This is an optimization exercise on Yosys and OpenROAD, whose aim is small area and a short achievable clock period, not a production implementation. No functional check of the RTL was part of any run shown here. No run shown here takes its clock network from TritonCTS; it comes from the design's own scripts or RTL. The clock input has no modelled driver; a real chip could not lean on it and would need a root buffer or a full tree. Power is estimated from default activity; no workload was simulated.

## flow/design.v (module list and top-level ports; edited modules follow where they fit)
// module mul16_top: 15 lines
// module multiplier: 1549 lines
// module mul_fa: 4 lines
// module mul_a21oi: 3 lines
// module mul_inv: 3 lines
// module mul_nand2: 3 lines
// module mul_nor2: 3 lines
// module mul_o21ai: 3 lines
// module mul_xnor2: 3 lines
// module mul_xor2: 3 lines
// module mul_xnor: 3 lines
// module mul_or: 3 lines
// module mul_nand4: 3 lines
module mul16_top(
    input clk,
    input [15:0] a,
    input [15:0] b,
    output reg [31:0] res
);
  // ...
==> flow/flow/run.sh <==
#!/bin/bash
# Own layout flow: the standard ORFS flow (standard.sh), with
#  - port buffers of a small, fast buffer cell instead of the default delay buffer;
#  - the clock tree rebuilt after CTS as one level of four buffers driven by the clock
#    port (flatten_clock_core.tcl), which shortens the clock's insertion delay for all
#    registers alike;
#  - after that, and after global routing, timing repair aiming for setup slack above a
#    margin, so that the design is sized for the period it can reach rather than left at
#    minimum size by the loose clock.
# make's output goes to standard.log here; ORFS keeps each step's log in orfs/logs.
set -euo pipefail
cd "$(dirname "$0")/.."
export FLOW_DIR_OWN="$PWD/flow"
export FLOW_SETUP_MARGIN=16.93
export SETUP_MOVE_SEQUENCE=sizeup,swap
export FLOW_IN_REG_CELL=
export FLOW_CLK_LEAF_CELL=sky130_fd_sc_hd__clkbuf_8
export BUFFER_PORTS_ARGS="-buffer_cell sky130_fd_sc_hd__buf_1"
export CTS_ARGS="-sink_clustering_enable -repair_clock_nets -dont_use_dummy_load -buf_list sky130_fd_sc_hd__clkbuf_8"
export POST_CTS_TCL="$PWD/flow/flatten_clock_post.tcl"
export PRE_GLOBAL_ROUTE_TCL="$PWD/flow/grt_margin.tcl"
bash standard.sh > standard.log 2>&1
==> flow/flow/flatten_clock_core.tcl <==
# Rebuild the clock tree that CTS made as a single level: the clock port drives
# NLEAF clock buffers directly, each driving the registers of one region of the
# core. This removes the root buffer level and so the clock's insertion delay
# (it does not skew registers against each other: all go through one buffer).
set nleaf 4
set bufcell sky130_fd_sc_hd__clkbuf_16
if {[info exists ::env(FLOW_CLK_LEAF_CELL)] && $::env(FLOW_CLK_LEAF_CELL) ne ""} { set bufcell $::env(FLOW_CLK_LEAF_CELL) }
set block [ord::get_db_block]
set clknet [$block findNet clk]
# every register clock pin (sink) of the tree, and every clock-tree buffer
set sinks {}
set bufs {}
set todo [list $clknet]
while {[llength $todo]} {
  set net [lindex $todo 0]
  set todo [lrange $todo 1 end]
  foreach it [$net getITerms] {
    if {![$it isInputSignal] && [$it getIoType] ne "INPUT"} { continue }
    set inst [$it getInst]
    set m [[$inst getMaster] getName]
    if {[string match "sky130_fd_sc_hd__clkbuf*" $m] || [string match "sky130_fd_sc_hd__clkinv*" $m] || [string match "sky130_fd_sc_hd__buf*" $m]} {
      if {[lsearch -exact $bufs $inst] < 0} {
        lappend bufs $inst
        foreach o [$inst getITerms] {
          if {[$o isOutputSignal]} { lappend todo [$o getNet] }
        }
      }
    } else {
      lappend sinks $it
    }
  }
}
puts "flatten_clock: [llength $sinks] sinks, [llength $bufs] buffers"
# split the sinks into nleaf groups: halves by x, then each half by y
proc loc {it} {
  set b [[$it getInst] getBBox]
  return [list [expr {([$b xMin] + [$b xMax]) / 2}] [expr {([$b yMin] + [$b yMax]) / 2}]]
}
proc split_by {items idx} {
  set s [lsort -real -index 1 [lmap it $items {list $it [lindex [loc $it] $idx]}]]
  set n [expr {[llength $s] / 2}]
  return [list [lmap p [lrange $s 0 [expr {$n - 1}]] {lindex $p 0}] [lmap p [lrange $s $n end] {lindex $p 0}]]
}
set groups {}
foreach half [split_by $sinks 0] {
  foreach q [split_by $half 1] { lappend groups $q }
}
# remove the old tree
foreach inst $bufs {
  foreach o [$inst getITerms] {
    if {[$o isOutputSignal]} {
      set n [$o getNet]
      foreach it [$n getITerms] { $it disconnect }
      odb::dbNet_destroy $n
    }
  }
  odb::dbInst_destroy $inst
}
# one buffer per group, at the group's centre
set master [[ord::get_db] findMaster $bufcell]
set k 0
foreach g $groups {
  set sx 0; set sy 0
  foreach it $g { lassign [loc $it] x y; incr sx $x; incr sy $y }
  set cx [expr {$sx / [llength $g]}]; set cy [expr {$sy / [llength $g]}]
  set inst [odb::dbInst_create $block $master "clkbuf_leaf_$k"]
  set net [odb::dbNet_create $block "clknet_leaf_$k"]
  $net setSigType CLOCK
  [$inst findITerm A] connect $clknet
  [$inst findITerm X] connect $net
  foreach it $g { $it connect $net }
  $inst setLocation $cx $cy
  $inst setPlacementStatus PLACED
  puts "flatten_clock: clkbuf_leaf_$k drives [llength $g] sinks"
  incr k
}
==> flow/flow/flatten_clock_post.tcl <==
source $::env(FLOW_DIR_OWN)/flatten_clock_core.tcl
if {[info exists ::env(FLOW_IN_REG_CELL)] && $::env(FLOW_IN_REG_CELL) ne ""} {
  foreach inst [get_cells {a_r* b_r*}] {
    replace_cell $inst $::env(FLOW_IN_REG_CELL)
  }
}
# optionally a stronger cell for the buffers that drive the output ports
if {[info exists ::env(FLOW_OUT_BUF_CELL)] && $::env(FLOW_OUT_BUF_CELL) ne ""} {
  foreach bt [[ord::get_db_block] getBTerms] {
    if {[$bt getIoType] ne "OUTPUT"} { continue }
    foreach it [[$bt getNet] getITerms] {
      if {[$it isOutputSignal]} {
        replace_cell [get_cells [[$it getInst] getName]] $::env(FLOW_OUT_BUF_CELL)
      }
    }
  }
}
detailed_placement
estimate_parasitics -placement
# size the design for the period it can reach: repair setup against a margin
set ::env(SETUP_SLACK_MARGIN) $::env(FLOW_SETUP_MARGIN)
repair_timing_helper
detailed_placement
check_placement -verbose
==> flow/flow/grt_margin.tcl <==
# the global-route stage's timing repair uses the same setup margin as after CTS
set ::env(SETUP_SLACK_MARGIN) $::env(FLOW_SETUP_MARGIN)
==> flow/standard.sh <==
#!/bin/bash
# synth_recipe.tcl (not shown) runs the flow's synth.tcl, then flattens the netlist and writes it again
# the make line also repeats each setting of config.mk as NAME=value (left out here)
make -C /OpenROAD-flow-scripts/flow DESIGN_CONFIG=/design/flow/config.mk WORK_HOME=/design/flow/orfs CLKGATE_MAP_FILE= SYNTH_SCRIPT=/design/flow/synth_recipe.tcl "${@:-finish}"
==> flow/config.mk <==
export PLATFORM = sky130hd
export DESIGN_NAME = mul16_top
export DESIGN_NICKNAME = mul16_top
export VERILOG_FILES = /design/flow/design.v
export SDC_FILE = /design/flow/constraint.sdc
export NUM_CORES = 4
export LEC_CHECK = 0
export CAP_MARGIN = 20
export CORE_MARGIN = 2
export CORE_UTILIZATION = 60
export SLEW_MARGIN = 20
export SYNTH_HIERARCHICAL = 1
==> flow/constraint.sdc <==
create_clock -name core_clock -period 22.0 [get_ports {clk}]
set_input_delay 4.4000 -clock core_clock [delete_from_list [all_inputs] [get_ports {clk}]]
set_output_delay 4.4000 -clock core_clock [all_outputs]
set_load 0.01 [all_outputs]
==> flow_metrics.py, run 1 <==
metrics = {
    "outcome": {
        "status": "no timing/DRC/antenna violations",
    },
    "pwr": {
        "power_mw": 1.48,
        "top_power_group": "combinational cells",
    },
    "cells_and_area": {
        "final_cell_mix": "270 x nand2_1, 180 x fa_1, 48 x buf_1",
        "multi_input_area_um2": 6410,
    },
    "synthesis": {
        "async_flop_share_pct": 0,
        "netlist.top_cell.by_area": "fa_1",
        "synth.distinct_cells": 15,
        "synth_compound_area_share_pct": 3.78,
        "synthAdderAreaFrac_pct": 46.1,
    },
    "sta": {
        "clock_skew_ps": 27.9,
        "fmax_mhz": 199,
    },
    "detailed_routing": {
        "drt-met1-wl_mm": 8.30,
        "final_antenna_net_count": 0,
        "routed_wl_mm": 19.6,
        "wl_met2_mm": 9.24,
    },
    "placed_design": {
        "post-place-ws_ps": 16370,
    },
    "critical_path": {
        "r2r-end": "res[27]$_DFF_P_",
        "reg2regPathDepth": 16,
        "criticalPathCategory": "flop to output pin",
    },
    "grt": {
        "use_met1_pct": 40.5,
        "antenna_found_initial": 0,
        "busiest_layer": "met2",
    },
    "floorplanning": {
        "tapCellCount": 180,
        "fp.dieArea_um2": 15100,
    },
}
==> inputs of run 2 (changes only) <==
--- a/flow/design.v
+++ b/flow/design.v
@@ -867,16 +867,86 @@
   wire n846;
   wire n847;
   wire n848;
   wire n849;
   wire n850;
   wire n851;
   wire n852;
   wire n853;
+  wire n854;
+  wire n855;
+  wire n856;
+  wire n857;
+  wire n858;
+  wire n859;
+  wire n860;
+  wire n861;
+  wire n862;
+  wire n863;
+  wire n864;
+  wire n865;
+  wire n866;
+  wire n867;
+  wire n868;
+  wire n869;
+  wire n870;
+  wire n871;
+  wire n872;
+  wire n873;
+  wire n874;
+  wire n875;
+  wire n876;
+  wire n877;
+  wire n878;
+  wire n879;
+  wire n880;
+  wire n881;
+  wire n882;
+  wire n883;
+  wire n884;
+  wire n885;
+  wire n886;
+  wire n887;
+  wire n888;
+  wire n889;
+  wire n890;
+  wire n891;
+  wire n892;
+  wire n893;
+  wire n894;
+  wire n895;
+  wire n896;
+  wire n897;
+  wire n898;
+  wire n899;
+  wire n900;
+  wire n901;
+  wire n902;
+  wire n903;
+  wire n904;
+  wire n905;
+  wire n906;
+  wire n907;
+  wire n908;
+  wire n909;
+  wire n910;
+  wire n911;
+  wire n912;
+  wire n913;
+  wire n914;
+  wire n915;
+  wire n916;
+  wire n917;
+  wire n918;
+  wire n919;
+  wire n920;
+  wire n921;
+  wire n922;
+  wire n923;
   assign pp1 = ~(a[0] & b[0]);
   assign pp2 = ~(a[1] & b[0]);
   assign pp3 = ~(a[2] & b[0]);
   assign pp4 = ~(a[3] & b[0]);
   assign pp5 = ~(a[4] & b[0]);
   assign pp6 = ~(a[5] & b[0]);
   assign pp7 = ~(a[6] & b[0]);
   assign pp8 = ~(a[7] & b[0]);
@@ -1124,45 +1194,45 @@
   assign pp250 = ~(a[9] & b[15]);
   assign pp251 = ~(a[10] & b[15]);
   assign pp252 = ~(a[11] & b[15]);
   assign pp253 = ~(a[12] & b[15]);
   assign pp254 = ~(a[13] & b[15]);
   assign pp255 = ~(a[14] & b[15]);
   assign pp256 = ~(a[15] & b[15]);
   mul_xnor u_s257 (.a(pp104), .b(pp119), .y(s257));
-  mul_nand4 u_c258 (.a(a[7]), .b(b[6]), .c(a[6]), .d(b[7]), .y(c258));
+  mul_or u_c258 (.a(pp104), .b(pp119), .y(c258));
   mul_fa u_s259 (.a(pp105), .b(pp120), .ci(pp135), .s(s259), .co(c260));
   mul_xnor u_s261 (.a(pp15), .b(pp150), .y(s261));
-  mul_nand4 u_c262 (.a(a[14]), .b(b[0]), .c(a[5]), .d(b[9]), .y(c262));
+  mul_or u_c262 (.a(pp15), .b(pp150), .y(c262));
   mul_fa u_s263 (.a(pp106), .b(pp121), .ci(pp136), .s(s263), .co(c264));
   mul_fa u_s265 (.a(pp151), .b(pp16), .ci(pp166), .s(s265), .co(c266));
   mul_xnor u_s267 (.a(pp181), .b(pp196), .y(s267));
-  mul_nand4 u_c268 (.a(a[4]), .b(b[11]), .c(a[3]), .d(b[12]), .y(c268));
+  mul_or u_c268 (.a(pp181), .b(pp196), .y(c268));
   mul_fa u_s269 (.a(pp107), .b(pp122), .ci(pp137), .s(s269), .co(c270));
   mul_fa u_s271 (.a(pp152), .b(pp167), .ci(pp182), .s(s271), .co(c272));
   mul_xnor u_s273 (.a(pp197), .b(pp212), .y(s273));
-  mul_nand4 u_c274 (.a(a[4]), .b(b[12]), .c(a[3]), .d(b[13]), .y(c274));
+  mul_or u_c274 (.a(pp197), .b(pp212), .y(c274));
   mul_fa u_s275 (.a(pp108), .b(pp123), .ci(pp138), .s(s275), .co(c276));
   mul_fa u_s277 (.a(pp153), .b(pp168), .ci(pp183), .s(s277), .co(c278));
   mul_fa u_s279 (.a(pp109), .b(pp124), .ci(pp139), .s(s279), .co(c280));
   mul_xnor u_s281 (.a(pp10), .b(pp100), .y(s281));
-  mul_nand4 u_c282 (.a(a[9]), .b(b[0]), .c(a[3]), .d(b[6]), .y(c282));
+  mul_or u_c282 (.a(pp10), .b(pp100), .y(c282));
   mul_fa u_s283 (.a(pp101), .b(pp11), .ci(pp116), .s(s283), .co(c284));
   mul_xnor u_s285 (.a(pp131), .b(pp146), .y(s285));
-  mul_nand4 u_c286 (.a(a[2]), .b(b[8]), .c(a[1]), .d(b[9]), .y(c286));
+  mul_or u_c286 (.a(pp131), .b(pp146), .y(c286));
   mul_fa u_s287 (.a(pp102), .b(pp117), .ci(pp12), .s(s287), .co(c288));
   mul_fa u_s289 (.a(pp132), .b(pp147), .ci(pp162), .s(s289), .co(c290));
   mul_xnor u_s291 (.a(pp177), .b(pp27), .y(s291));
-  mul_nand4 u_c292 (.a(a[0]), .b(b[11]), .c(a[10]), .d(b[1]), .y(c292));
+  mul_or u_c292 (.a(pp177), .b(pp27), .y(c292));
   mul_fa u_s293 (.a(pp103), .b(pp118), .ci(pp13), .s(s293), .co(c294));
   mul_fa u_s295 (.a(pp133), .b(pp148), .ci(pp163), .s(s295), .co(c296));
   mul_fa u_s297 (.a(pp178), .b(pp193), .ci(pp28), .s(s297), .co(c298));
   mul_xnor u_s299 (.a(pp43), .b(pp58), .y(s299));
-  mul_nand4 u_c300 (.a(a[10]), .b(b[2]), .c(a[9]), .d(b[3]), .y(c300));
+  mul_or u_c300 (.a(pp43), .b(pp58), .y(c300));
   mul_fa u_s301 (.a(pp134), .b(pp14), .ci(pp149), .s(s301), .co(c302));
   mul_fa u_s303 (.a(pp164), .b(pp179), .ci(pp194), .s(s303), .co(c304));
   mul_fa u_s305 (.a(pp209), .b(pp29), .ci(pp44), .s(s305), .co(c306));
   mul_fa u_s307 (.a(pp59), .b(pp74), .ci(pp89), .s(s307), .co(c308));
   mul_fa u_s309 (.a(pp165), .b(pp180), .ci(pp195), .s(s309), .co(c310));
   mul_fa u_s311 (.a(pp210), .b(pp225), .ci(pp30), .s(s311), .co(c312));
   mul_fa u_s313 (.a(pp45), .b(pp60), .ci(pp75), .s(s313), .co(c314));
   mul_fa u_s315 (.a(pp90), .b(c258), .ci(s261), .s(s315), .co(c316));
@@ -1188,24 +1258,24 @@
   mul_fa u_s355 (.a(pp245), .b(pp80), .ci(pp95), .s(s355), .co(c356));
   mul_fa u_s357 (.a(pp111), .b(pp126), .ci(pp141), .s(s357), .co(c358));
   mul_fa u_s359 (.a(pp156), .b(pp171), .ci(pp186), .s(s359), .co(c360));
   mul_fa u_s361 (.a(pp201), .b(pp216), .ci(pp231), .s(s361), .co(c362));
   mul_fa u_s363 (.a(pp112), .b(pp127), .ci(pp142), .s(s363), .co(c364));
   mul_fa u_s365 (.a(pp157), .b(pp172), .ci(pp187), .s(s365), .co(c366));
   mul_fa u_s367 (.a(pp128), .b(pp143), .ci(pp158), .s(s367), .co(c368));
   mul_xnor u_s369 (.a(pp22), .b(pp37), .y(s369));
-  mul_nand4 u_c370 (.a(a[5]), .b(b[1]), .c(a[4]), .d(b[2]), .y(c370));
+  mul_or u_c370 (.a(pp22), .b(pp37), .y(c370));
   mul_fa u_s371 (.a(pp113), .b(pp23), .ci(pp38), .s(s371), .co(c372));
   mul_xnor u_s373 (.a(pp53), .b(pp68), .y(s373));
-  mul_nand4 u_c374 (.a(a[4]), .b(b[3]), .c(a[3]), .d(b[4]), .y(c374));
+  mul_or u_c374 (.a(pp53), .b(pp68), .y(c374));
   mul_fa u_s375 (.a(pp114), .b(pp129), .ci(pp24), .s(s375), .co(c376));
   mul_fa u_s377 (.a(pp39), .b(pp54), .ci(pp69), .s(s377), .co(c378));
   mul_xnor u_s379 (.a(pp84), .b(pp9), .y(s379));
-  mul_nand4 u_c380 (.a(a[3]), .b(b[5]), .c(a[8]), .d(b[0]), .y(c380));
+  mul_or u_c380 (.a(pp84), .b(pp9), .y(c380));
   mul_fa u_s381 (.a(pp115), .b(pp130), .ci(pp145), .s(s381), .co(c382));
   mul_fa u_s383 (.a(pp25), .b(pp40), .ci(pp55), .s(s383), .co(c384));
   mul_fa u_s385 (.a(pp70), .b(pp85), .ci(s281), .s(s385), .co(c386));
   mul_fa u_s387 (.a(pp161), .b(pp26), .ci(pp41), .s(s387), .co(c388));
   mul_fa u_s389 (.a(pp56), .b(pp71), .ci(pp86), .s(s389), .co(c390));
   mul_fa u_s391 (.a(c282), .b(s285), .ci(s283), .s(s391), .co(c392));
   mul_fa u_s393 (.a(pp42), .b(pp57), .ci(pp72), .s(s393), .co(c394));
   mul_fa u_s395 (.a(pp87), .b(c286), .ci(s291), .s(s395), .co(c396));
@@ -1217,25 +1287,25 @@
   mul_fa u_s407 (.a(c296), .b(c298), .ci(s301), .s(s407), .co(c408));
   mul_fa u_s409 (.a(s303), .b(s305), .ci(s307), .s(s409), .co(c410));
   mul_fa u_s411 (.a(c302), .b(c304), .ci(c306), .s(s411), .co(c412));
   mul_fa u_s413 (.a(c308), .b(s259), .ci(s309), .s(s413), .co(c414));
   mul_fa u_s415 (.a(s311), .b(s313), .ci(s315), .s(s415), .co(c416));
   mul_fa u_s417 (.a(c310), .b(c312), .ci(c314), .s(s417), .co(c418));
   mul_fa u_s419 (.a(s265), .b(s317), .ci(s319), .s(s419), .co(c420));
   mul_fa u_s421 (.a(s321), .b(c316), .ci(s323), .s(s421), .co(c422));
-  mul_fa u_s423 (.a(c318), .b(c320), .ci(c322), .s(s423), .co(c424));
-  mul_fa u_s425 (.a(s271), .b(s325), .ci(s327), .s(s425), .co(c426));
+  mul_fa u_s423 (.a(c318), .b(c320), .ci(s271), .s(s423), .co(c424));
+  mul_fa u_s425 (.a(s325), .b(s327), .ci(c322), .s(s425), .co(c426));
   mul_fa u_s427 (.a(s329), .b(c324), .ci(s331), .s(s427), .co(c428));
   mul_fa u_s429 (.a(c326), .b(c328), .ci(s277), .s(s429), .co(c430));
   mul_fa u_s431 (.a(s333), .b(s335), .ci(s337), .s(s431), .co(c432));
   mul_fa u_s433 (.a(c330), .b(c332), .ci(s339), .s(s433), .co(c434));
-  mul_fa u_s435 (.a(c334), .b(c336), .ci(c338), .s(s435), .co(c436));
-  mul_fa u_s437 (.a(s279), .b(s341), .ci(s343), .s(s437), .co(c438));
-  mul_fa u_s439 (.a(s345), .b(c340), .ci(s347), .s(s439), .co(c440));
+  mul_fa u_s435 (.a(c334), .b(c336), .ci(s279), .s(s435), .co(c436));
+  mul_fa u_s437 (.a(s341), .b(s343), .ci(s345), .s(s437), .co(c438));
+  mul_fa u_s439 (.a(c338), .b(c340), .ci(s347), .s(s439), .co(c440));
   mul_fa u_s441 (.a(c280), .b(c342), .ci(c344), .s(s441), .co(c442));
   mul_fa u_s443 (.a(c346), .b(s349), .ci(s351), .s(s443), .co(c444));
   mul_fa u_s445 (.a(s353), .b(s355), .ci(c348), .s(s445), .co(c446));
   mul_fa u_s447 (.a(pp246), .b(pp96), .ci(c350), .s(s447), .co(c448));
   mul_fa u_s449 (.a(c352), .b(c354), .ci(c356), .s(s449), .co(c450));
   mul_fa u_s451 (.a(s357), .b(s359), .ci(s361), .s(s451), .co(c452));
   mul_fa u_s453 (.a(pp202), .b(pp217), .ci(pp232), .s(s453), .co(c454));
   mul_fa u_s455 (.a(pp247), .b(c358), .ci(c360), .s(s455), .co(c456));
@@ -1245,20 +1315,20 @@
   mul_fa u_s463 (.a(c364), .b(c366), .ci(s367), .s(s463), .co(c464));
   mul_fa u_s465 (.a(pp144), .b(pp159), .ci(pp174), .s(s465), .co(c466));
   mul_fa u_s467 (.a(pp189), .b(pp204), .ci(pp219), .s(s467), .co(c468));
   mul_fa u_s469 (.a(pp234), .b(pp249), .ci(c368), .s(s469), .co(c470));
   mul_fa u_s471 (.a(pp160), .b(pp175), .ci(pp190), .s(s471), .co(c472));
   mul_fa u_s473 (.a(pp205), .b(pp220), .ci(pp235), .s(s473), .co(c474));
   mul_fa u_s475 (.a(pp176), .b(pp191), .ci(pp206), .s(s475), .co(c476));
   mul_xnor u_s477 (.a(pp20), .b(pp35), .y(s477));
-  mul_nand4 u_c478 (.a(a[3]), .b(b[1]), .c(a[2]), .d(b[2]), .y(c478));
+  mul_or u_c478 (.a(pp20), .b(pp35), .y(c478));
   mul_fa u_s479 (.a(pp21), .b(pp36), .ci(pp51), .s(s479), .co(c480));
   mul_xnor u_s481 (.a(pp6), .b(pp66), .y(s481));
-  mul_nand4 u_c482 (.a(a[5]), .b(b[0]), .c(a[1]), .d(b[4]), .y(c482));
+  mul_or u_c482 (.a(pp6), .b(pp66), .y(c482));
   mul_fa u_s483 (.a(pp52), .b(pp67), .ci(pp7), .s(s483), .co(c484));
   mul_fa u_s485 (.a(pp82), .b(pp97), .ci(s369), .s(s485), .co(c486));
   mul_fa u_s487 (.a(pp8), .b(pp83), .ci(pp98), .s(s487), .co(c488));
   mul_fa u_s489 (.a(c370), .b(s373), .ci(s371), .s(s489), .co(c490));
   mul_fa u_s491 (.a(pp99), .b(c374), .ci(s379), .s(s491), .co(c492));
   mul_fa u_s493 (.a(c372), .b(s375), .ci(s377), .s(s493), .co(c494));
   mul_fa u_s495 (.a(c380), .b(c376), .ci(c378), .s(s495), .co(c496));
   mul_fa u_s497 (.a(s381), .b(s383), .ci(s385), .s(s497), .co(c498));
@@ -1271,20 +1341,20 @@
   mul_fa u_s511 (.a(c400), .b(c402), .ci(s405), .s(s511), .co(c512));
   mul_fa u_s513 (.a(c404), .b(s407), .ci(s409), .s(s513), .co(c514));
   mul_fa u_s515 (.a(c406), .b(c408), .ci(c410), .s(s515), .co(c516));
   mul_fa u_s517 (.a(s411), .b(s413), .ci(s415), .s(s517), .co(c518));
   mul_fa u_s519 (.a(c412), .b(c414), .ci(s417), .s(s519), .co(c520));
   mul_fa u_s521 (.a(s419), .b(c416), .ci(s421), .s(s521), .co(c522));
   mul_fa u_s523 (.a(c418), .b(c420), .ci(s423), .s(s523), .co(c524));
   mul_fa u_s525 (.a(s425), .b(c422), .ci(s427), .s(s525), .co(c526));
-  mul_fa u_s527 (.a(c424), .b(c426), .ci(s429), .s(s527), .co(c528));
+  mul_fa u_s527 (.a(c424), .b(s429), .ci(c426), .s(s527), .co(c528));
   mul_fa u_s529 (.a(s431), .b(c428), .ci(s433), .s(s529), .co(c530));
-  mul_fa u_s531 (.a(c430), .b(c432), .ci(s435), .s(s531), .co(c532));
-  mul_fa u_s533 (.a(s437), .b(c434), .ci(s439), .s(s533), .co(c534));
+  mul_fa u_s531 (.a(c430), .b(s435), .ci(s437), .s(s531), .co(c532));
+  mul_fa u_s533 (.a(c432), .b(c434), .ci(s439), .s(s533), .co(c534));
   mul_fa u_s535 (.a(c436), .b(c438), .ci(s441), .s(s535), .co(c536));
   mul_fa u_s537 (.a(s443), .b(c440), .ci(s445), .s(s537), .co(c538));
   mul_fa u_s539 (.a(c442), .b(s447), .ci(c444), .s(s539), .co(c540));
   mul_fa u_s541 (.a(s449), .b(s451), .ci(c446), .s(s541), .co(c542));
   mul_fa u_s543 (.a(s453), .b(c448), .ci(c450), .s(s543), .co(c544));
   mul_fa u_s545 (.a(c452), .b(s455), .ci(s457), .s(s545), .co(c546));
   mul_fa u_s547 (.a(c454), .b(s459), .ci(s461), .s(s547), .co(c548));
   mul_fa u_s549 (.a(c456), .b(c458), .ci(s463), .s(s549), .co(c550));
@@ -1293,66 +1363,66 @@
   mul_fa u_s555 (.a(pp250), .b(c466), .ci(c468), .s(s555), .co(c556));
   mul_fa u_s557 (.a(s471), .b(s473), .ci(c470), .s(s557), .co(c558));
   mul_fa u_s559 (.a(pp221), .b(pp236), .ci(pp251), .s(s559), .co(c560));
   mul_fa u_s561 (.a(c472), .b(c474), .ci(s475), .s(s561), .co(c562));
   mul_fa u_s563 (.a(pp192), .b(pp207), .ci(pp222), .s(s563), .co(c564));
   mul_fa u_s565 (.a(pp237), .b(pp252), .ci(c476), .s(s565), .co(c566));
   mul_fa u_s567 (.a(pp208), .b(pp223), .ci(pp238), .s(s567), .co(c568));
   mul_xnor u_s569 (.a(pp19), .b(pp34), .y(s569));
-  mul_nand4 u_c570 (.a(a[2]), .b(b[1]), .c(a[1]), .d(b[2]), .y(c570));
+  mul_or u_c570 (.a(pp19), .b(pp34), .y(c570));
   mul_fa u_s571 (.a(pp5), .b(pp50), .ci(pp65), .s(s571), .co(c572));
   mul_fa u_s573 (.a(pp81), .b(c478), .ci(s481), .s(s573), .co(c574));
   mul_fa u_s575 (.a(c482), .b(c480), .ci(s483), .s(s575), .co(c576));
   mul_fa u_s577 (.a(c484), .b(s487), .ci(c486), .s(s577), .co(c578));
   mul_fa u_s579 (.a(c488), .b(s491), .ci(c490), .s(s579), .co(c580));
   mul_fa u_s581 (.a(c492), .b(c494), .ci(s495), .s(s581), .co(c582));
   mul_fa u_s583 (.a(c496), .b(s499), .ci(c498), .s(s583), .co(c584));
   mul_fa u_s585 (.a(c500), .b(s503), .ci(c502), .s(s585), .co(c586));
   mul_fa u_s587 (.a(c504), .b(s507), .ci(c506), .s(s587), .co(c588));
-  mul_fa u_s589 (.a(c508), .b(s511), .ci(c510), .s(s589), .co(c590));
+  mul_fa u_s589 (.a(c508), .b(c510), .ci(s511), .s(s589), .co(c590));
   mul_fa u_s591 (.a(c512), .b(c514), .ci(s515), .s(s591), .co(c592));
   mul_fa u_s593 (.a(c516), .b(s519), .ci(c518), .s(s593), .co(c594));
   mul_fa u_s595 (.a(c520), .b(s523), .ci(c522), .s(s595), .co(c596));
   mul_fa u_s597 (.a(c524), .b(s527), .ci(c526), .s(s597), .co(c598));
-  mul_fa u_s599 (.a(c528), .b(s531), .ci(c530), .s(s599), .co(c600));
+  mul_fa u_s599 (.a(s531), .b(c528), .ci(c530), .s(s599), .co(c600));
   mul_fa u_s601 (.a(c532), .b(s535), .ci(c534), .s(s601), .co(c602));
   mul_fa u_s603 (.a(c536), .b(s539), .ci(s541), .s(s603), .co(c604));
   mul_fa u_s605 (.a(c540), .b(s543), .ci(s545), .s(s605), .co(c606));
   mul_fa u_s607 (.a(s547), .b(c544), .ci(c546), .s(s607), .co(c608));
   mul_fa u_s609 (.a(c548), .b(s551), .ci(c550), .s(s609), .co(c610));
   mul_fa u_s611 (.a(c552), .b(s555), .ci(s557), .s(s611), .co(c612));
   mul_fa u_s613 (.a(s559), .b(c556), .ci(s561), .s(s613), .co(c614));
   mul_fa u_s615 (.a(c560), .b(s563), .ci(c562), .s(s615), .co(c616));
   mul_fa u_s617 (.a(pp253), .b(c564), .ci(s567), .s(s617), .co(c618));
   mul_fa u_s619 (.a(pp224), .b(pp239), .ci(pp254), .s(s619), .co(c620));
   mul_xnor u_s621 (.a(pp18), .b(pp3), .y(s621));
-  mul_nand4 u_c622 (.a(a[1]), .b(b[1]), .c(a[2]), .d(b[0]), .y(c622));
+  mul_or u_c622 (.a(pp18), .b(pp3), .y(c622));
   mul_fa u_s623 (.a(pp4), .b(pp49), .ci(s569), .s(s623), .co(c624));
   mul_fa u_s625 (.a(c570), .b(s477), .ci(s571), .s(s625), .co(c626));
   mul_fa u_s627 (.a(c572), .b(s479), .ci(s573), .s(s627), .co(c628));
   mul_fa u_s629 (.a(c574), .b(s485), .ci(s575), .s(s629), .co(c630));
   mul_fa u_s631 (.a(c576), .b(s489), .ci(s577), .s(s631), .co(c632));
-  mul_fa u_s633 (.a(c578), .b(s493), .ci(s579), .s(s633), .co(c634));
+  mul_fa u_s633 (.a(s493), .b(c578), .ci(s579), .s(s633), .co(c634));
   mul_fa u_s635 (.a(s497), .b(c580), .ci(s581), .s(s635), .co(c636));
   mul_fa u_s637 (.a(c582), .b(s501), .ci(s583), .s(s637), .co(c638));
-  mul_fa u_s639 (.a(c584), .b(s505), .ci(s585), .s(s639), .co(c640));
+  mul_fa u_s639 (.a(s505), .b(c584), .ci(s585), .s(s639), .co(c640));
   mul_fa u_s641 (.a(s509), .b(c586), .ci(s587), .s(s641), .co(c642));
   mul_fa u_s643 (.a(s513), .b(c588), .ci(s589), .s(s643), .co(c644));
   mul_fa u_s645 (.a(s517), .b(c590), .ci(s591), .s(s645), .co(c646));
   mul_fa u_s647 (.a(c592), .b(s521), .ci(s593), .s(s647), .co(c648));
-  mul_fa u_s649 (.a(c594), .b(s525), .ci(s595), .s(s649), .co(c650));
+  mul_fa u_s649 (.a(s525), .b(c594), .ci(s595), .s(s649), .co(c650));
   mul_fa u_s651 (.a(s529), .b(c596), .ci(s597), .s(s651), .co(c652));
   mul_fa u_s653 (.a(s533), .b(c598), .ci(s599), .s(s653), .co(c654));
   mul_fa u_s655 (.a(s537), .b(c600), .ci(s601), .s(s655), .co(c656));
   mul_fa u_s657 (.a(c538), .b(c602), .ci(s603), .s(s657), .co(c658));
   mul_fa u_s659 (.a(c542), .b(s605), .ci(c604), .s(s659), .co(c660));
   mul_fa u_s661 (.a(s549), .b(c606), .ci(s607), .s(s661), .co(c662));
   mul_fa u_s663 (.a(s553), .b(c608), .ci(s609), .s(s663), .co(c664));
-  mul_fa u_s665 (.a(c554), .b(c610), .ci(s611), .s(s665), .co(c666));
+  mul_fa u_s665 (.a(c554), .b(s611), .ci(c610), .s(s665), .co(c666));
   mul_fa u_s667 (.a(c558), .b(s613), .ci(c612), .s(s667), .co(c668));
   mul_fa u_s669 (.a(s565), .b(c614), .ci(s615), .s(s669), .co(c670));
   mul_fa u_s671 (.a(c566), .b(s617), .ci(c616), .s(s671), .co(c672));
   mul_fa u_s673 (.a(c568), .b(s619), .ci(c618), .s(s673), .co(c674));
   mul_fa u_s675 (.a(pp240), .b(pp255), .ci(c620), .s(s675), .co(c676));
   mul_nand2 u_n677 (.a(pp17), .b(pp2), .y(n677));
   mul_xnor2 u_n678 (.a(pp17), .b(pp2), .y(n678));
   mul_nand2 u_n679 (.a(pp33), .b(s621), .y(n679));
@@ -1440,133 +1510,203 @@
   mul_nor2 u_n761 (.a(n722), .b(n720), .y(n761));
   mul_o21ai u_n762 (.a(n722), .b(n719), .c(n721), .y(n762));
   mul_nor2 u_n763 (.a(n726), .b(n724), .y(n763));
   mul_o21ai u_n764 (.a(n726), .b(n723), .c(n725), .y(n764));
   mul_nor2 u_n765 (.a(n730), .b(n728), .y(n765));
   mul_o21ai u_n766 (.a(n730), .b(n727), .c(n729), .y(n766));
   mul_nor2 u_n767 (.a(n734), .b(n732), .y(n767));
   mul_o21ai u_n768 (.a(n734), .b(n731), .c(n733), .y(n768));
-  mul_a21oi u_n769 (.a(n741), .b(n740), .c(n742), .y(n769));
-  mul_nand2 u_n770 (.a(n745), .b(n743), .y(n770));
-  mul_a21oi u_n771 (.a(n745), .b(n744), .c(n746), .y(n771));
-  mul_nand2 u_n772 (.a(n749), .b(n747), .y(n772));
-  mul_a21oi u_n773 (.a(n749), .b(n748), .c(n750), .y(n773));
-  mul_nand2 u_n774 (.a(n753), .b(n751), .y(n774));
-  mul_a21oi u_n775 (.a(n753), .b(n752), .c(n754), .y(n775));
-  mul_nand2 u_n776 (.a(n757), .b(n755), .y(n776));
-  mul_a21oi u_n777 (.a(n757), .b(n756), .c(n758), .y(n777));
-  mul_nand2 u_n778 (.a(n761), .b(n759), .y(n778));
-  mul_a21oi u_n779 (.a(n761), .b(n760), .c(n762), .y(n779));
-  mul_nand2 u_n780 (.a(n765), .b(n763), .y(n780));
-  mul_a21oi u_n781 (.a(n765), .b(n764), .c(n766), .y(n781));
-  mul_o21ai u_n782 (.a(n770), .b(n769), .c(n771), .y(n782));
-  mul_nor2 u_n783 (.a(n774), .b(n772), .y(n783));
-  mul_o21ai u_n784 (.a(n774), .b(n773), .c(n775), .y(n784));
-  mul_nor2 u_n785 (.a(n778), .b(n776), .y(n785));
-  mul_o21ai u_n786 (.a(n778), .b(n777), .c(n779), .y(n786));
-  mul_a21oi u_n787 (.a(n783), .b(n782), .c(n784), .y(n787));
-  mul_inv u_n788 (.a(n787), .y(n788));
-  mul_a21oi u_n789 (.a(n785), .b(n788), .c(n786), .y(n789));
-  mul_inv u_n790 (.a(n782), .y(n790));
-  mul_o21ai u_n791 (.a(n772), .b(n790), .c(n773), .y(n791));
-  mul_o21ai u_n792 (.a(n776), .b(n787), .c(n777), .y(n792));
-  mul_o21ai u_n793 (.a(n780), .b(n789), .c(n781), .y(n793));
-  mul_inv u_n794 (.a(n769), .y(n794));
-  mul_a21oi u_n795 (.a(n743), .b(n794), .c(n744), .y(n795));
-  mul_a21oi u_n796 (.a(n747), .b(n782), .c(n748), .y(n796));
-  mul_a21oi u_n797 (.a(n751), .b(n791), .c(n752), .y(n797));
-  mul_a21oi u_n798 (.a(n755), .b(n788), .c(n756), .y(n798));
-  mul_a21oi u_n799 (.a(n759), .b(n792), .c(n760), .y(n799));
-  mul_inv u_n800 (.a(n789), .y(n800));
-  mul_a21oi u_n801 (.a(n763), .b(n800), .c(n764), .y(n801));
-  mul_a21oi u_n802 (.a(n767), .b(n793), .c(n768), .y(n802));
-  mul_inv u_n803 (.a(n740), .y(n803));
-  mul_o21ai u_n804 (.a(n680), .b(n803), .c(n679), .y(n804));
-  mul_o21ai u_n805 (.a(n684), .b(n769), .c(n683), .y(n805));
-  mul_o21ai u_n806 (.a(n688), .b(n795), .c(n687), .y(n806));
-  mul_o21ai u_n807 (.a(n692), .b(n790), .c(n691), .y(n807));
-  mul_o21ai u_n808 (.a(n696), .b(n796), .c(n695), .y(n808));
-  mul_inv u_n809 (.a(n791), .y(n809));
-  mul_o21ai u_n810 (.a(n700), .b(n809), .c(n699), .y(n810));
-  mul_o21ai u_n811 (.a(n704), .b(n797), .c(n703), .y(n811));
-  mul_o21ai u_n812 (.a(n708), .b(n787), .c(n707), .y(n812));
-  mul_o21ai u_n813 (.a(n712), .b(n798), .c(n711), .y(n813));
-  mul_inv u_n814 (.a(n792), .y(n814));
-  mul_o21ai u_n815 (.a(n716), .b(n814), .c(n715), .y(n815));
-  mul_o21ai u_n816 (.a(n720), .b(n799), .c(n719), .y(n816));
-  mul_o21ai u_n817 (.a(n724), .b(n789), .c(n723), .y(n817));
-  mul_o21ai u_n818 (.a(n728), .b(n801), .c(n727), .y(n818));
-  mul_inv u_n819 (.a(n793), .y(n819));
-  mul_o21ai u_n820 (.a(n732), .b(n819), .c(n731), .y(n820));
-  mul_o21ai u_n821 (.a(n736), .b(n802), .c(n735), .y(n821));
-  mul_inv u_n822 (.a(pp1), .y(n822));
-  assign res[0] = n822;
-  mul_xor2 u_n823 (.a(n678), .b(n738), .y(n823));
-  assign res[1] = n823;
-  mul_xor2 u_n824 (.a(n680), .b(n740), .y(n824));
-  assign res[2] = n824;
-  mul_xor2 u_n825 (.a(n682), .b(n804), .y(n825));
-  assign res[3] = n825;
-  mul_xor2 u_n826 (.a(n684), .b(n794), .y(n826));
-  assign res[4] = n826;
-  mul_xor2 u_n827 (.a(n686), .b(n805), .y(n827));
-  assign res[5] = n827;
-  mul_xnor2 u_n828 (.a(n688), .b(n795), .y(n828));
-  assign res[6] = n828;
-  mul_xor2 u_n829 (.a(n690), .b(n806), .y(n829));
-  assign res[7] = n829;
-  mul_xor2 u_n830 (.a(n692), .b(n782), .y(n830));
-  assign res[8] = n830;
-  mul_xor2 u_n831 (.a(n694), .b(n807), .y(n831));
-  assign res[9] = n831;
-  mul_xnor2 u_n832 (.a(n696), .b(n796), .y(n832));
-  assign res[10] = n832;
-  mul_xor2 u_n833 (.a(n698), .b(n808), .y(n833));
-  assign res[11] = n833;
-  mul_xor2 u_n834 (.a(n700), .b(n791), .y(n834));
-  assign res[12] = n834;
-  mul_xor2 u_n835 (.a(n702), .b(n810), .y(n835));
-  assign res[13] = n835;
-  mul_xnor2 u_n836 (.a(n704), .b(n797), .y(n836));
-  assign res[14] = n836;
-  mul_xor2 u_n837 (.a(n706), .b(n811), .y(n837));
-  assign res[15] = n837;
-  mul_xor2 u_n838 (.a(n708), .b(n788), .y(n838));
-  assign res[16] = n838;
-  mul_xor2 u_n839 (.a(n710), .b(n812), .y(n839));
-  assign res[17] = n839;
-  mul_xnor2 u_n840 (.a(n712), .b(n798), .y(n840));
-  assign res[18] = n840;
-  mul_xor2 u_n841 (.a(n714), .b(n813), .y(n841));
-  assign res[19] = n841;
-  mul_xor2 u_n842 (.a(n716), .b(n792), .y(n842));
-  assign res[20] = n842;
-  mul_xor2 u_n843 (.a(n718), .b(n815), .y(n843));
-  assign res[21] = n843;
-  mul_xnor2 u_n844 (.a(n720), .b(n799), .y(n844));
-  assign res[22] = n844;
-  mul_xor2 u_n845 (.a(n722), .b(n816), .y(n845));
-  assign res[23] = n845;
-  mul_xor2 u_n846 (.a(n724), .b(n800), .y(n846));
-  assign res[24] = n846;
-  mul_xor2 u_n847 (.a(n726), .b(n817), .y(n847));
-  assign res[25] = n847;
-  mul_xnor2 u_n848 (.a(n728), .b(n801), .y(n848));
-  assign res[26] = n848;
-  mul_xor2 u_n849 (.a(n730), .b(n818), .y(n849));
-  assign res[27] = n849;
-  mul_xor2 u_n850 (.a(n732), .b(n793), .y(n850));
-  assign res[28] = n850;
-  mul_xor2 u_n851 (.a(n734), .b(n820), .y(n851));
-  assign res[29] = n851;
-  mul_xnor2 u_n852 (.a(n736), .b(n802), .y(n852));
-  assign res[30] = n852;
-  mul_inv u_n853 (.a(n821), .y(n853));
-  assign res[31] = n853;
+  mul_inv u_n769 (.a(n740), .y(n769));
+  mul_o21ai u_n770 (.a(n680), .b(n769), .c(n679), .y(n770));
+  mul_a21oi u_n771 (.a(n741), .b(n740), .c(n742), .y(n771));
+  mul_inv u_n772 (.a(n743), .y(n772));
+  mul_nor2 u_n773 (.a(n688), .b(n772), .y(n773));
+  mul_inv u_n774 (.a(n744), .y(n774));
+  mul_o21ai u_n775 (.a(n688), .b(n774), .c(n687), .y(n775));
+  mul_nand2 u_n776 (.a(n745), .b(n743), .y(n776));
+  mul_a21oi u_n777 (.a(n745), .b(n744), .c(n746), .y(n777));
+  mul_inv u_n778 (.a(n747), .y(n778));
+  mul_nor2 u_n779 (.a(n696), .b(n778), .y(n779));
+  mul_inv u_n780 (.a(n748), .y(n780));
+  mul_o21ai u_n781 (.a(n696), .b(n780), .c(n695), .y(n781));
+  mul_nand2 u_n782 (.a(n749), .b(n747), .y(n782));
+  mul_a21oi u_n783 (.a(n749), .b(n748), .c(n750), .y(n783));
+  mul_inv u_n784 (.a(n751), .y(n784));
+  mul_nor2 u_n785 (.a(n704), .b(n784), .y(n785));
+  mul_inv u_n786 (.a(n752), .y(n786));
+  mul_o21ai u_n787 (.a(n704), .b(n786), .c(n703), .y(n787));
+  mul_nand2 u_n788 (.a(n753), .b(n751), .y(n788));
+  mul_a21oi u_n789 (.a(n753), .b(n752), .c(n754), .y(n789));
+  mul_inv u_n790 (.a(n755), .y(n790));
+  mul_nor2 u_n791 (.a(n712), .b(n790), .y(n791));
+  mul_inv u_n792 (.a(n756), .y(n792));
+  mul_o21ai u_n793 (.a(n712), .b(n792), .c(n711), .y(n793));
+  mul_nand2 u_n794 (.a(n757), .b(n755), .y(n794));
+  mul_a21oi u_n795 (.a(n757), .b(n756), .c(n758), .y(n795));
+  mul_inv u_n796 (.a(n759), .y(n796));
+  mul_nor2 u_n797 (.a(n720), .b(n796), .y(n797));
+  mul_inv u_n798 (.a(n760), .y(n798));
+  mul_o21ai u_n799 (.a(n720), .b(n798), .c(n719), .y(n799));
+  mul_nand2 u_n800 (.a(n761), .b(n759), .y(n800));
+  mul_a21oi u_n801 (.a(n761), .b(n760), .c(n762), .y(n801));
+  mul_inv u_n802 (.a(n763), .y(n802));
+  mul_nor2 u_n803 (.a(n728), .b(n802), .y(n803));
+  mul_inv u_n804 (.a(n764), .y(n804));
+  mul_o21ai u_n805 (.a(n728), .b(n804), .c(n727), .y(n805));
+  mul_nand2 u_n806 (.a(n765), .b(n763), .y(n806));
+  mul_a21oi u_n807 (.a(n765), .b(n764), .c(n766), .y(n807));
+  mul_inv u_n808 (.a(n767), .y(n808));
+  mul_nor2 u_n809 (.a(n736), .b(n808), .y(n809));
+  mul_inv u_n810 (.a(n768), .y(n810));
+  mul_o21ai u_n811 (.a(n736), .b(n810), .c(n735), .y(n811));
+  mul_o21ai u_n812 (.a(n684), .b(n771), .c(n683), .y(n812));
+  mul_inv u_n813 (.a(n771), .y(n813));
+  mul_a21oi u_n814 (.a(n743), .b(n813), .c(n744), .y(n814));
+  mul_a21oi u_n815 (.a(n773), .b(n813), .c(n775), .y(n815));
+  mul_o21ai u_n816 (.a(n776), .b(n771), .c(n777), .y(n816));
+  mul_nor2 u_n817 (.a(n700), .b(n782), .y(n817));
+  mul_o21ai u_n818 (.a(n700), .b(n783), .c(n699), .y(n818));
+  mul_nor2 u_n819 (.a(n784), .b(n782), .y(n819));
+  mul_inv u_n820 (.a(n783), .y(n820));
+  mul_a21oi u_n821 (.a(n751), .b(n820), .c(n752), .y(n821));
+  mul_inv u_n822 (.a(n785), .y(n822));
+  mul_nor2 u_n823 (.a(n822), .b(n782), .y(n823));
+  mul_a21oi u_n824 (.a(n785), .b(n820), .c(n787), .y(n824));
+  mul_nor2 u_n825 (.a(n788), .b(n782), .y(n825));
+  mul_o21ai u_n826 (.a(n788), .b(n783), .c(n789), .y(n826));
+  mul_nor2 u_n827 (.a(n716), .b(n794), .y(n827));
+  mul_o21ai u_n828 (.a(n716), .b(n795), .c(n715), .y(n828));
+  mul_nor2 u_n829 (.a(n796), .b(n794), .y(n829));
+  mul_inv u_n830 (.a(n795), .y(n830));
+  mul_a21oi u_n831 (.a(n759), .b(n830), .c(n760), .y(n831));
+  mul_inv u_n832 (.a(n797), .y(n832));
+  mul_nor2 u_n833 (.a(n832), .b(n794), .y(n833));
+  mul_a21oi u_n834 (.a(n797), .b(n830), .c(n799), .y(n834));
+  mul_nor2 u_n835 (.a(n800), .b(n794), .y(n835));
+  mul_o21ai u_n836 (.a(n800), .b(n795), .c(n801), .y(n836));
+  mul_nor2 u_n837 (.a(n732), .b(n806), .y(n837));
+  mul_o21ai u_n838 (.a(n732), .b(n807), .c(n731), .y(n838));
+  mul_nor2 u_n839 (.a(n808), .b(n806), .y(n839));
+  mul_inv u_n840 (.a(n807), .y(n840));
+  mul_a21oi u_n841 (.a(n767), .b(n840), .c(n768), .y(n841));
+  mul_inv u_n842 (.a(n809), .y(n842));
+  mul_nor2 u_n843 (.a(n842), .b(n806), .y(n843));
+  mul_a21oi u_n844 (.a(n809), .b(n840), .c(n811), .y(n844));
+  mul_inv u_n845 (.a(n816), .y(n845));
+  mul_o21ai u_n846 (.a(n692), .b(n845), .c(n691), .y(n846));
+  mul_a21oi u_n847 (.a(n747), .b(n816), .c(n748), .y(n847));
+  mul_a21oi u_n848 (.a(n779), .b(n816), .c(n781), .y(n848));
+  mul_o21ai u_n849 (.a(n782), .b(n845), .c(n783), .y(n849));
+  mul_a21oi u_n850 (.a(n817), .b(n816), .c(n818), .y(n850));
+  mul_inv u_n851 (.a(n821), .y(n851));
+  mul_a21oi u_n852 (.a(n819), .b(n816), .c(n851), .y(n852));
+  mul_inv u_n853 (.a(n824), .y(n853));
+  mul_a21oi u_n854 (.a(n823), .b(n816), .c(n853), .y(n854));
+  mul_a21oi u_n855 (.a(n825), .b(n816), .c(n826), .y(n855));
+  mul_inv u_n856 (.a(n835), .y(n856));
+  mul_nor2 u_n857 (.a(n724), .b(n856), .y(n857));
+  mul_inv u_n858 (.a(n836), .y(n858));
+  mul_o21ai u_n859 (.a(n724), .b(n858), .c(n723), .y(n859));
+  mul_nand2 u_n860 (.a(n763), .b(n835), .y(n860));
+  mul_a21oi u_n861 (.a(n763), .b(n836), .c(n764), .y(n861));
+  mul_nand2 u_n862 (.a(n803), .b(n835), .y(n862));
+  mul_a21oi u_n863 (.a(n803), .b(n836), .c(n805), .y(n863));
+  mul_nor2 u_n864 (.a(n806), .b(n856), .y(n864));
+  mul_o21ai u_n865 (.a(n806), .b(n858), .c(n807), .y(n865));
+  mul_nand2 u_n866 (.a(n837), .b(n835), .y(n866));
+  mul_a21oi u_n867 (.a(n837), .b(n836), .c(n838), .y(n867));
+  mul_nand2 u_n868 (.a(n839), .b(n835), .y(n868));
+  mul_inv u_n869 (.a(n841), .y(n869));
+  mul_a21oi u_n870 (.a(n839), .b(n836), .c(n869), .y(n870));
+  mul_nand2 u_n871 (.a(n843), .b(n835), .y(n871));
+  mul_inv u_n872 (.a(n844), .y(n872));
+  mul_a21oi u_n873 (.a(n843), .b(n836), .c(n872), .y(n873));
+  mul_o21ai u_n874 (.a(n708), .b(n855), .c(n707), .y(n874));
+  mul_inv u_n875 (.a(n855), .y(n875));
+  mul_a21oi u_n876 (.a(n755), .b(n875), .c(n756), .y(n876));
+  mul_a21oi u_n877 (.a(n791), .b(n875), .c(n793), .y(n877));
+  mul_o21ai u_n878 (.a(n794), .b(n855), .c(n795), .y(n878));
+  mul_a21oi u_n879 (.a(n827), .b(n875), .c(n828), .y(n879));
+  mul_inv u_n880 (.a(n831), .y(n880));
+  mul_a21oi u_n881 (.a(n829), .b(n875), .c(n880), .y(n881));
+  mul_inv u_n882 (.a(n834), .y(n882));
+  mul_a21oi u_n883 (.a(n833), .b(n875), .c(n882), .y(n883));
+  mul_a21oi u_n884 (.a(n835), .b(n875), .c(n836), .y(n884));
+  mul_a21oi u_n885 (.a(n857), .b(n875), .c(n859), .y(n885));
+  mul_o21ai u_n886 (.a(n860), .b(n855), .c(n861), .y(n886));
+  mul_o21ai u_n887 (.a(n862), .b(n855), .c(n863), .y(n887));
+  mul_a21oi u_n888 (.a(n864), .b(n875), .c(n865), .y(n888));
+  mul_o21ai u_n889 (.a(n866), .b(n855), .c(n867), .y(n889));
+  mul_o21ai u_n890 (.a(n868), .b(n855), .c(n870), .y(n890));
+  mul_o21ai u_n891 (.a(n871), .b(n855), .c(n873), .y(n891));
+  mul_inv u_n892 (.a(pp1), .y(n892));
+  assign res[0] = n892;
+  mul_xor2 u_n893 (.a(n678), .b(n738), .y(n893));
+  assign res[1] = n893;
+  mul_xor2 u_n894 (.a(n680), .b(n740), .y(n894));
+  assign res[2] = n894;
+  mul_xor2 u_n895 (.a(n682), .b(n770), .y(n895));
+  assign res[3] = n895;
+  mul_xor2 u_n896 (.a(n684), .b(n813), .y(n896));
+  assign res[4] = n896;
+  mul_xor2 u_n897 (.a(n686), .b(n812), .y(n897));
+  assign res[5] = n897;
+  mul_xnor2 u_n898 (.a(n688), .b(n814), .y(n898));
+  assign res[6] = n898;
+  mul_xnor2 u_n899 (.a(n690), .b(n815), .y(n899));
+  assign res[7] = n899;
+  mul_xor2 u_n900 (.a(n692), .b(n816), .y(n900));
+  assign res[8] = n900;
+  mul_xor2 u_n901 (.a(n694), .b(n846), .y(n901));
+  assign res[9] = n901;
+  mul_xnor2 u_n902 (.a(n696), .b(n847), .y(n902));
+  assign res[10] = n902;
+  mul_xnor2 u_n903 (.a(n698), .b(n848), .y(n903));
+  assign res[11] = n903;
+  mul_xor2 u_n904 (.a(n700), .b(n849), .y(n904));
+  assign res[12] = n904;
+  mul_xnor2 u_n905 (.a(n702), .b(n850), .y(n905));
+  assign res[13] = n905;
+  mul_xnor2 u_n906 (.a(n704), .b(n852), .y(n906));
+  assign res[14] = n906;
+  mul_xnor2 u_n907 (.a(n706), .b(n854), .y(n907));
+  assign res[15] = n907;
+  mul_xor2 u_n908 (.a(n708), .b(n875), .y(n908));
+  assign res[16] = n908;
+  mul_xor2 u_n909 (.a(n710), .b(n874), .y(n909));
+  assign res[17] = n909;
+  mul_xnor2 u_n910 (.a(n712), .b(n876), .y(n910));
+  assign res[18] = n910;
+  mul_xnor2 u_n911 (.a(n714), .b(n877), .y(n911));
+  assign res[19] = n911;
+  mul_xor2 u_n912 (.a(n716), .b(n878), .y(n912));
+  assign res[20] = n912;
+  mul_xnor2 u_n913 (.a(n718), .b(n879), .y(n913));
+  assign res[21] = n913;
+  mul_xnor2 u_n914 (.a(n720), .b(n881), .y(n914));
+  assign res[22] = n914;
+  mul_xnor2 u_n915 (.a(n722), .b(n883), .y(n915));
+  assign res[23] = n915;
+  mul_xnor2 u_n916 (.a(n724), .b(n884), .y(n916));
+  assign res[24] = n916;
+  mul_xnor2 u_n917 (.a(n726), .b(n885), .y(n917));
+  assign res[25] = n917;
+  mul_xor2 u_n918 (.a(n728), .b(n886), .y(n918));
+  assign res[26] = n918;
+  mul_xor2 u_n919 (.a(n730), .b(n887), .y(n919));
+  assign res[27] = n919;
+  mul_xnor2 u_n920 (.a(n732), .b(n888), .y(n920));
+  assign res[28] = n920;
+  mul_xor2 u_n921 (.a(n734), .b(n889), .y(n921));
+  assign res[29] = n921;
+  mul_xor2 u_n922 (.a(n736), .b(n890), .y(n922));
+  assign res[30] = n922;
+  mul_inv u_n923 (.a(n891), .y(n923));
+  assign res[31] = n923;
 endmodule
 module mul_fa(input a, input b, input ci, output s, output co);
   assign s = a ^ b ^ ci;
   assign co = (a & b) | (a & ci) | (b & ci);
 endmodule
 module mul_a21oi(input a, input b, input c, output y);
   assign y = ~((a & b) | c);
 endmodule
@@ -1589,11 +1729,8 @@
   assign y = a ^ b;
 endmodule
 module mul_xnor(input a, input b, output y);
   assign y = ~(a ^ b);
 endmodule
 module mul_or(input a, input b, output y);
   assign y = a | b;
 endmodule
-module mul_nand4(input a, input b, input c, input d, output y);
-  assign y = ~(a & b & c & d);
-endmodule
--- a/flow/flow/run.sh
+++ b/flow/flow/run.sh
@@ -6,17 +6,15 @@
 #    registers alike;
 #  - after that, and after global routing, timing repair aiming for setup slack above a
 #    margin, so that the design is sized for the period it can reach rather than left at
 #    minimum size by the loose clock.
 # make's output goes to standard.log here; ORFS keeps each step's log in orfs/logs.
 set -euo pipefail
 cd "$(dirname "$0")/.."
 export FLOW_DIR_OWN="$PWD/flow"
-export FLOW_SETUP_MARGIN=16.93
-export SETUP_MOVE_SEQUENCE=sizeup,swap
-export FLOW_IN_REG_CELL=
-export FLOW_CLK_LEAF_CELL=sky130_fd_sc_hd__clkbuf_8
+export FLOW_SETUP_MARGIN=0
+export FLOW_IN_REG_CELL=sky130_fd_sc_hd__dfxtp_4
 export BUFFER_PORTS_ARGS="-buffer_cell sky130_fd_sc_hd__buf_1"
 export CTS_ARGS="-sink_clustering_enable -repair_clock_nets -dont_use_dummy_load -buf_list sky130_fd_sc_hd__clkbuf_8"
 export POST_CTS_TCL="$PWD/flow/flatten_clock_post.tcl"
 export PRE_GLOBAL_ROUTE_TCL="$PWD/flow/grt_margin.tcl"
 bash standard.sh > standard.log 2>&1
--- a/flow/flow/flatten_clock_core.tcl
+++ b/flow/flow/flatten_clock_core.tcl
@@ -1,15 +1,14 @@
 # Rebuild the clock tree that CTS made as a single level: the clock port drives
 # NLEAF clock buffers directly, each driving the registers of one region of the
 # core. This removes the root buffer level and so the clock's insertion delay
 # (it does not skew registers against each other: all go through one buffer).
 set nleaf 4
 set bufcell sky130_fd_sc_hd__clkbuf_16
-if {[info exists ::env(FLOW_CLK_LEAF_CELL)] && $::env(FLOW_CLK_LEAF_CELL) ne ""} { set bufcell $::env(FLOW_CLK_LEAF_CELL) }
 set block [ord::get_db_block]
 set clknet [$block findNet clk]
 # every register clock pin (sink) of the tree, and every clock-tree buffer
 set sinks {}
 set bufs {}
 set todo [list $clknet]
 while {[llength $todo]} {
   set net [lindex $todo 0]
==> flow/flow/flatten_clock_post.tcl (replaced) <==
source $::env(FLOW_DIR_OWN)/flatten_clock_core.tcl
if {[info exists ::env(FLOW_IN_REG_CELL)] && $::env(FLOW_IN_REG_CELL) ne ""} {
  foreach inst [get_cells {a_r* b_r*}] {
    replace_cell $inst $::env(FLOW_IN_REG_CELL)
  }
}
detailed_placement
estimate_parasitics -placement
# size the design for the period it can reach: repair setup against a margin
set ::env(SETUP_SLACK_MARGIN) $::env(FLOW_SETUP_MARGIN)
repair_timing_helper
detailed_placement
check_placement -verbose
==> flow/config.mk (replaced) <==
export PLATFORM = sky130hd
export DESIGN_NAME = mul16_top
export DESIGN_NICKNAME = mul16_top
export VERILOG_FILES = /design/flow/design.v
export SDC_FILE = /design/flow/constraint.sdc
export NUM_CORES = 4
export LEC_CHECK = 0
export CAP_MARGIN = 20
export CORE_MARGIN = 2
export CORE_UTILIZATION = 55
export SLEW_MARGIN = 20
export SYNTH_HIERARCHICAL = 1
==> run 2 against run 1 <==
Effect of this change:
- hold slack got worse by 22 ps
- sequential cell count did not move
- clock power rose by 37%
- utilization fell by 6.4 points
- power rose by 5.6%
- combinational power rose by 6%
- fmax fell by 4.3%
- register-to-register slack got worse by 240 ps
- critical path depth rose by 14
- first-iteration DRC count fell by 21%
- largest cell class unchanged
==> flow_metrics.py, run 2 <==
metrics = {
    "outcome": {
        "status": "no timing/DRC/antenna violations",
    },
    "sta": {
        "rsz0062_at_grt": "false",
        "layout_worst_path_cycle_share_pct": 23.9,
        "clock_skew_ps": 24.2,
        "setup_viol": 0,
        "drv_slew": 0,
        "fin_setup_tns_ps": 0,
        "max_slew.worst_pin.slew_ps": 739,
        "layout_min_cycle_time_ps": 5270,
        "fmax_mhz": 190,
        "slew_headroom_pct": 50.4,
        "hold_viol": 0,
        "worst_slack_ps": 16730,
    },
    "cells_and_area": {
        "nNetsFinal": 1092,
        "top_register": "res",
        "post-route-cell-area_um2": 8590,
        "final_common_cell": "nand2_1",
        "largest_reg_flops": 32,
        "drive_above_1_share_pct": 9.63,
        "finalNonFillerCells": 1078,
        "area_growth_pct": -2.54,
        "final_cell_mix": "287 x nand2_1, 195 x fa_1, 64 x buf_1",
        "post-route-util_pct": 54.5,
        "reg.largest.list": "res x32, a_r x16, b_r x16",
        "diodes": 0,
    },
    "synthesis": {
        "synth-simple-area-share_pct": 15.5,
        "syn-num-nets": 1116,
        "synth_top_family_by_area": "adder cells",
        "synth-main-ff-cell": "dfxtp_1",
        "synthAdderAreaFrac_pct": 44.3,
        "syn-cell-area_um2": 8820,
        "netlist_top_cells_count": "287 x nand2_1, 195 x fa_1, 64 x dfxtp_1",
        "ys_seq_area_share_pct": 14.5,
        "yosysWarnings": 7,
        "syn_inst": 888,
        "synth-xor-area-share_pct": 7.45,
        "synth_top_area_share_pct": 44.3,
        "synth_seq_cells": 64,
        "synth.most_common_cell": "nand2_1",
        "synth_edf_count": 0,
        "synth_area_leaders": "fa_1 44%, dfxtp_1 15%, nand2_1 12%, buf_6 8.0%, xnor2_1 6.0%",
        "synth_compound_area_share_pct": 5.70,
        "avgSynthCellArea_um2": 9.93,
        "synth.distinct_cells": 14,
        "netlist.top_cell.by_area": "fa_1",
        "synth_mux_area_share_pct": 0,
        "async_flop_share_pct": 0,
    },
    "grt": {
        "overflow": 0,
        "grt_pass1_vias": 6381,
        "track_usage_pct": 25.1,
        "grt_max_degree": 17,
        "grt_pass1_wl_mm": 32.3,
        "antenna_found_initial": 0,
    },
    "critical_path": {
        "endpoint": "res[28]$_DFF_P_",
        "crit_arrival_ps": 5290,
        "criticalPathCategory": "flop to flop",
        "r2r_start": "b_r[6]$_DFF_P_",
        "critPathMaxStageDelay_ps": 620,
        "r2r-end": "res[28]$_DFF_P_",
        "crit_slowest_cell": "o21ai_1",
        "critPathLaunch": "b_r[6]$_DFF_P_",
        "start_kind": "flop",
        "ff2ff_setup_slack_ps": 16730,
        "end_kind": "flop",
        "reg2regPathDepth": 15,
        "crit_path_max_fanout": 16,
        "critical_path.cell_chain": "nand2_1 -> fa_1 -> fa_1 -> fa_1 -> fa_1 -> fa_1 -> fa_1 -> xnor2_1 -> o21ai_1 -> a21oi_2 -> o21ai_1 -> inv_1 -> o21ai_1 -> a21oi_2 -> xnor2_1",
        "crit_top_cell": "fa_1",
        "required_ps": 22020,
    },
    "pwr": {
        "leakagePower_nw": 2.94,
        "ir_drop_uv": 134,
        "power.density_nw_per_um2": 181,
    },
    "floorplanning": {
        "die_h_um": 131,
        "die_w_um": 131,
        "ios": 65,
        "fp.dieArea_um2": 17100,
        "initial_core_util_pct": 55.9,
        "core_um2": 15800,
        "row_count": 46,
    },
    "detailed_routing": {
        "drc": 0,
        "wire_per_inst_um": 18.2,
        "drtPass1Iterations": 5,
        "drt_first_iter_violations": 390,
        "routed_wl_mm": 19.6,
        "final_antenna_net_count": 0,
        "routed_via_density": 5.43,
        "dr_total_vias": 5850,
    },
    "clock_network": {
        "insertion_delay_ps": 150,
        "cts.sinks": 64,
        "clk_pin_slew_ps": 70,
    },
    "placed_design": {
        "placed_area_um2": 8370,
        "post-place-ws_ps": 16420,
        "gp_congestion": 0.868,
        "port_buffers": 64,
        "place_hpwl_mm": 15.2,
        "dpl.cell_count": 1074,
    },
    "min_path": {
        "hold_class": "flop to flop",
    },
    "flow_run": {
        "cap_violations": 0,
    },
}
-- run 2: cell count changes after synthesis, sizes merged --
cell,before,now
a21oi,16,34
inv,12,36
nand2,293,298
nand4,15,0
nor2,16,34
o21ai,36,41
or2,0,15
xnor2,52,60
xor2,23,15
-- run 2: cells by family after synthesis --
logic type	Yosys count
xor gates and xnor gates	75
AOI/OAI and AO/OA	75
and+or+nand+nor	347
buffers and inverters	132
adders and majority gates	195
DFF	64
-- run 2: layer usage --
layer	share of wire (%)	GRT usage (%)	up-vias
met5	0	0	-
met4	2.2	6.45	0
met3	6.1	4.68	42
met2	52	44.4	234
met1	39	32.0	3000
li1	-	-	2574
-- run 2: critical path: cells and delay by family, from the launching register on --
kind	cells	cell delay, ps
adder cells (fa/ha/maj)	6	2810
AO/OA/AOI/OAI	5	1290
buffers and inverters	1	130
AND/OR/NAND/NOR	1	110
flip-flops	1	480
XOR/XNOR	2	330
-- run 2: worst min-delay path by stage --
stage / start / end / slack [ps] / depth (start not counted)
6_report: a_r[0]$_DFF_P_ / res[0]$_DFF_P_ / 630 / 2
5_1_grt: a_r[0]$_DFF_P_ / res[0]$_DFF_P_ / 670 / 2
3_5_place_dp: b_r[0]$_DFF_P_ / res[0]$_DFF_P_ / 850 / 2
3_3_place_gp: b_r[0]$_DFF_P_ / res[0]$_DFF_P_ / 830 / 2
2_1_floorplan: a_r[0]$_DFF_P_ / res[0]$_DFF_P_ / 640 / 4
-- run 2: through the flow --
step                total power [mW]  hold WS, ps
floorplan                       1.59          642
finish                          1.56          630
global placement                1.47          833
detailed placement              1.50          846
global route                    1.74          673
-- run 2: report_power, final --
part / switching [mW] / total [mW] / leakage (nW) / internal (mW)
combinational: 0.767 / 1.30 / 2.34 / 0.532
sequential: 0.0246 / 0.195 / 0.551 / 0.170
clock: 0.0336 / 0.0665 / 0.0493 / 0.0329
-- run 2: cell type report --
| cell class | count | area [um2] |
|---|---|---|
| tap | 216 | 270 |
| sequential | 64 | 1400 |
| inverter | 36 | 135 |
| multi-input combinational | 692 | 6430 |
| fill | 1465 | 7180 |
| timing repair buffer | 66 | 255 |
| buffer | 4 | 100 |
-- run 2: Yosys stat by module (local to each module, per instance), excerpt --
module	flip-flops and latches	cell area [um2]	cells
mul_xor2	0	8.76	1
mul_nand2	0	3.75	1
mul_fa	0	20.0	1
mul_nor2	0	3.75	1
mul_inv	0	3.75	1
mul_xnor2	0	8.76	1
mul_or	0	6.26	1
multiplier	0	1960	352
mul16_top	64	1280	64

==> separate check: timing with driven ports <==
How much do the figures lean on ideal ports? The routed layouts below were timed once more, with nothing changed but the port constraints.
Step 1 assumes that a clkbuf_16 drives the clock port and a buf_2 every other input.
Step 2, shift: input delay + t, output delay - t, t = (earliest + latest rising clock arrival at the registers) / 2. This alone moves slack from input paths to output paths.
a / b / c = ideal / step 1 / step 2; a / b = the first two.
run | t (ns) | setup WS [ns] | worst setup path after step 2 | latest minus earliest clock arrival (ns) | cell pins on the clock port's net
run 1 | 0.233 | 16.963 / 16.891 / 16.970 | register to register | 0.028 / 0.028 | 4
run 2 | 0.233 | 16.734 / 16.734 / 16.734 | register to register | 0.025 / 0.025 | 4
After both steps setup and hold are still met in every run listed.
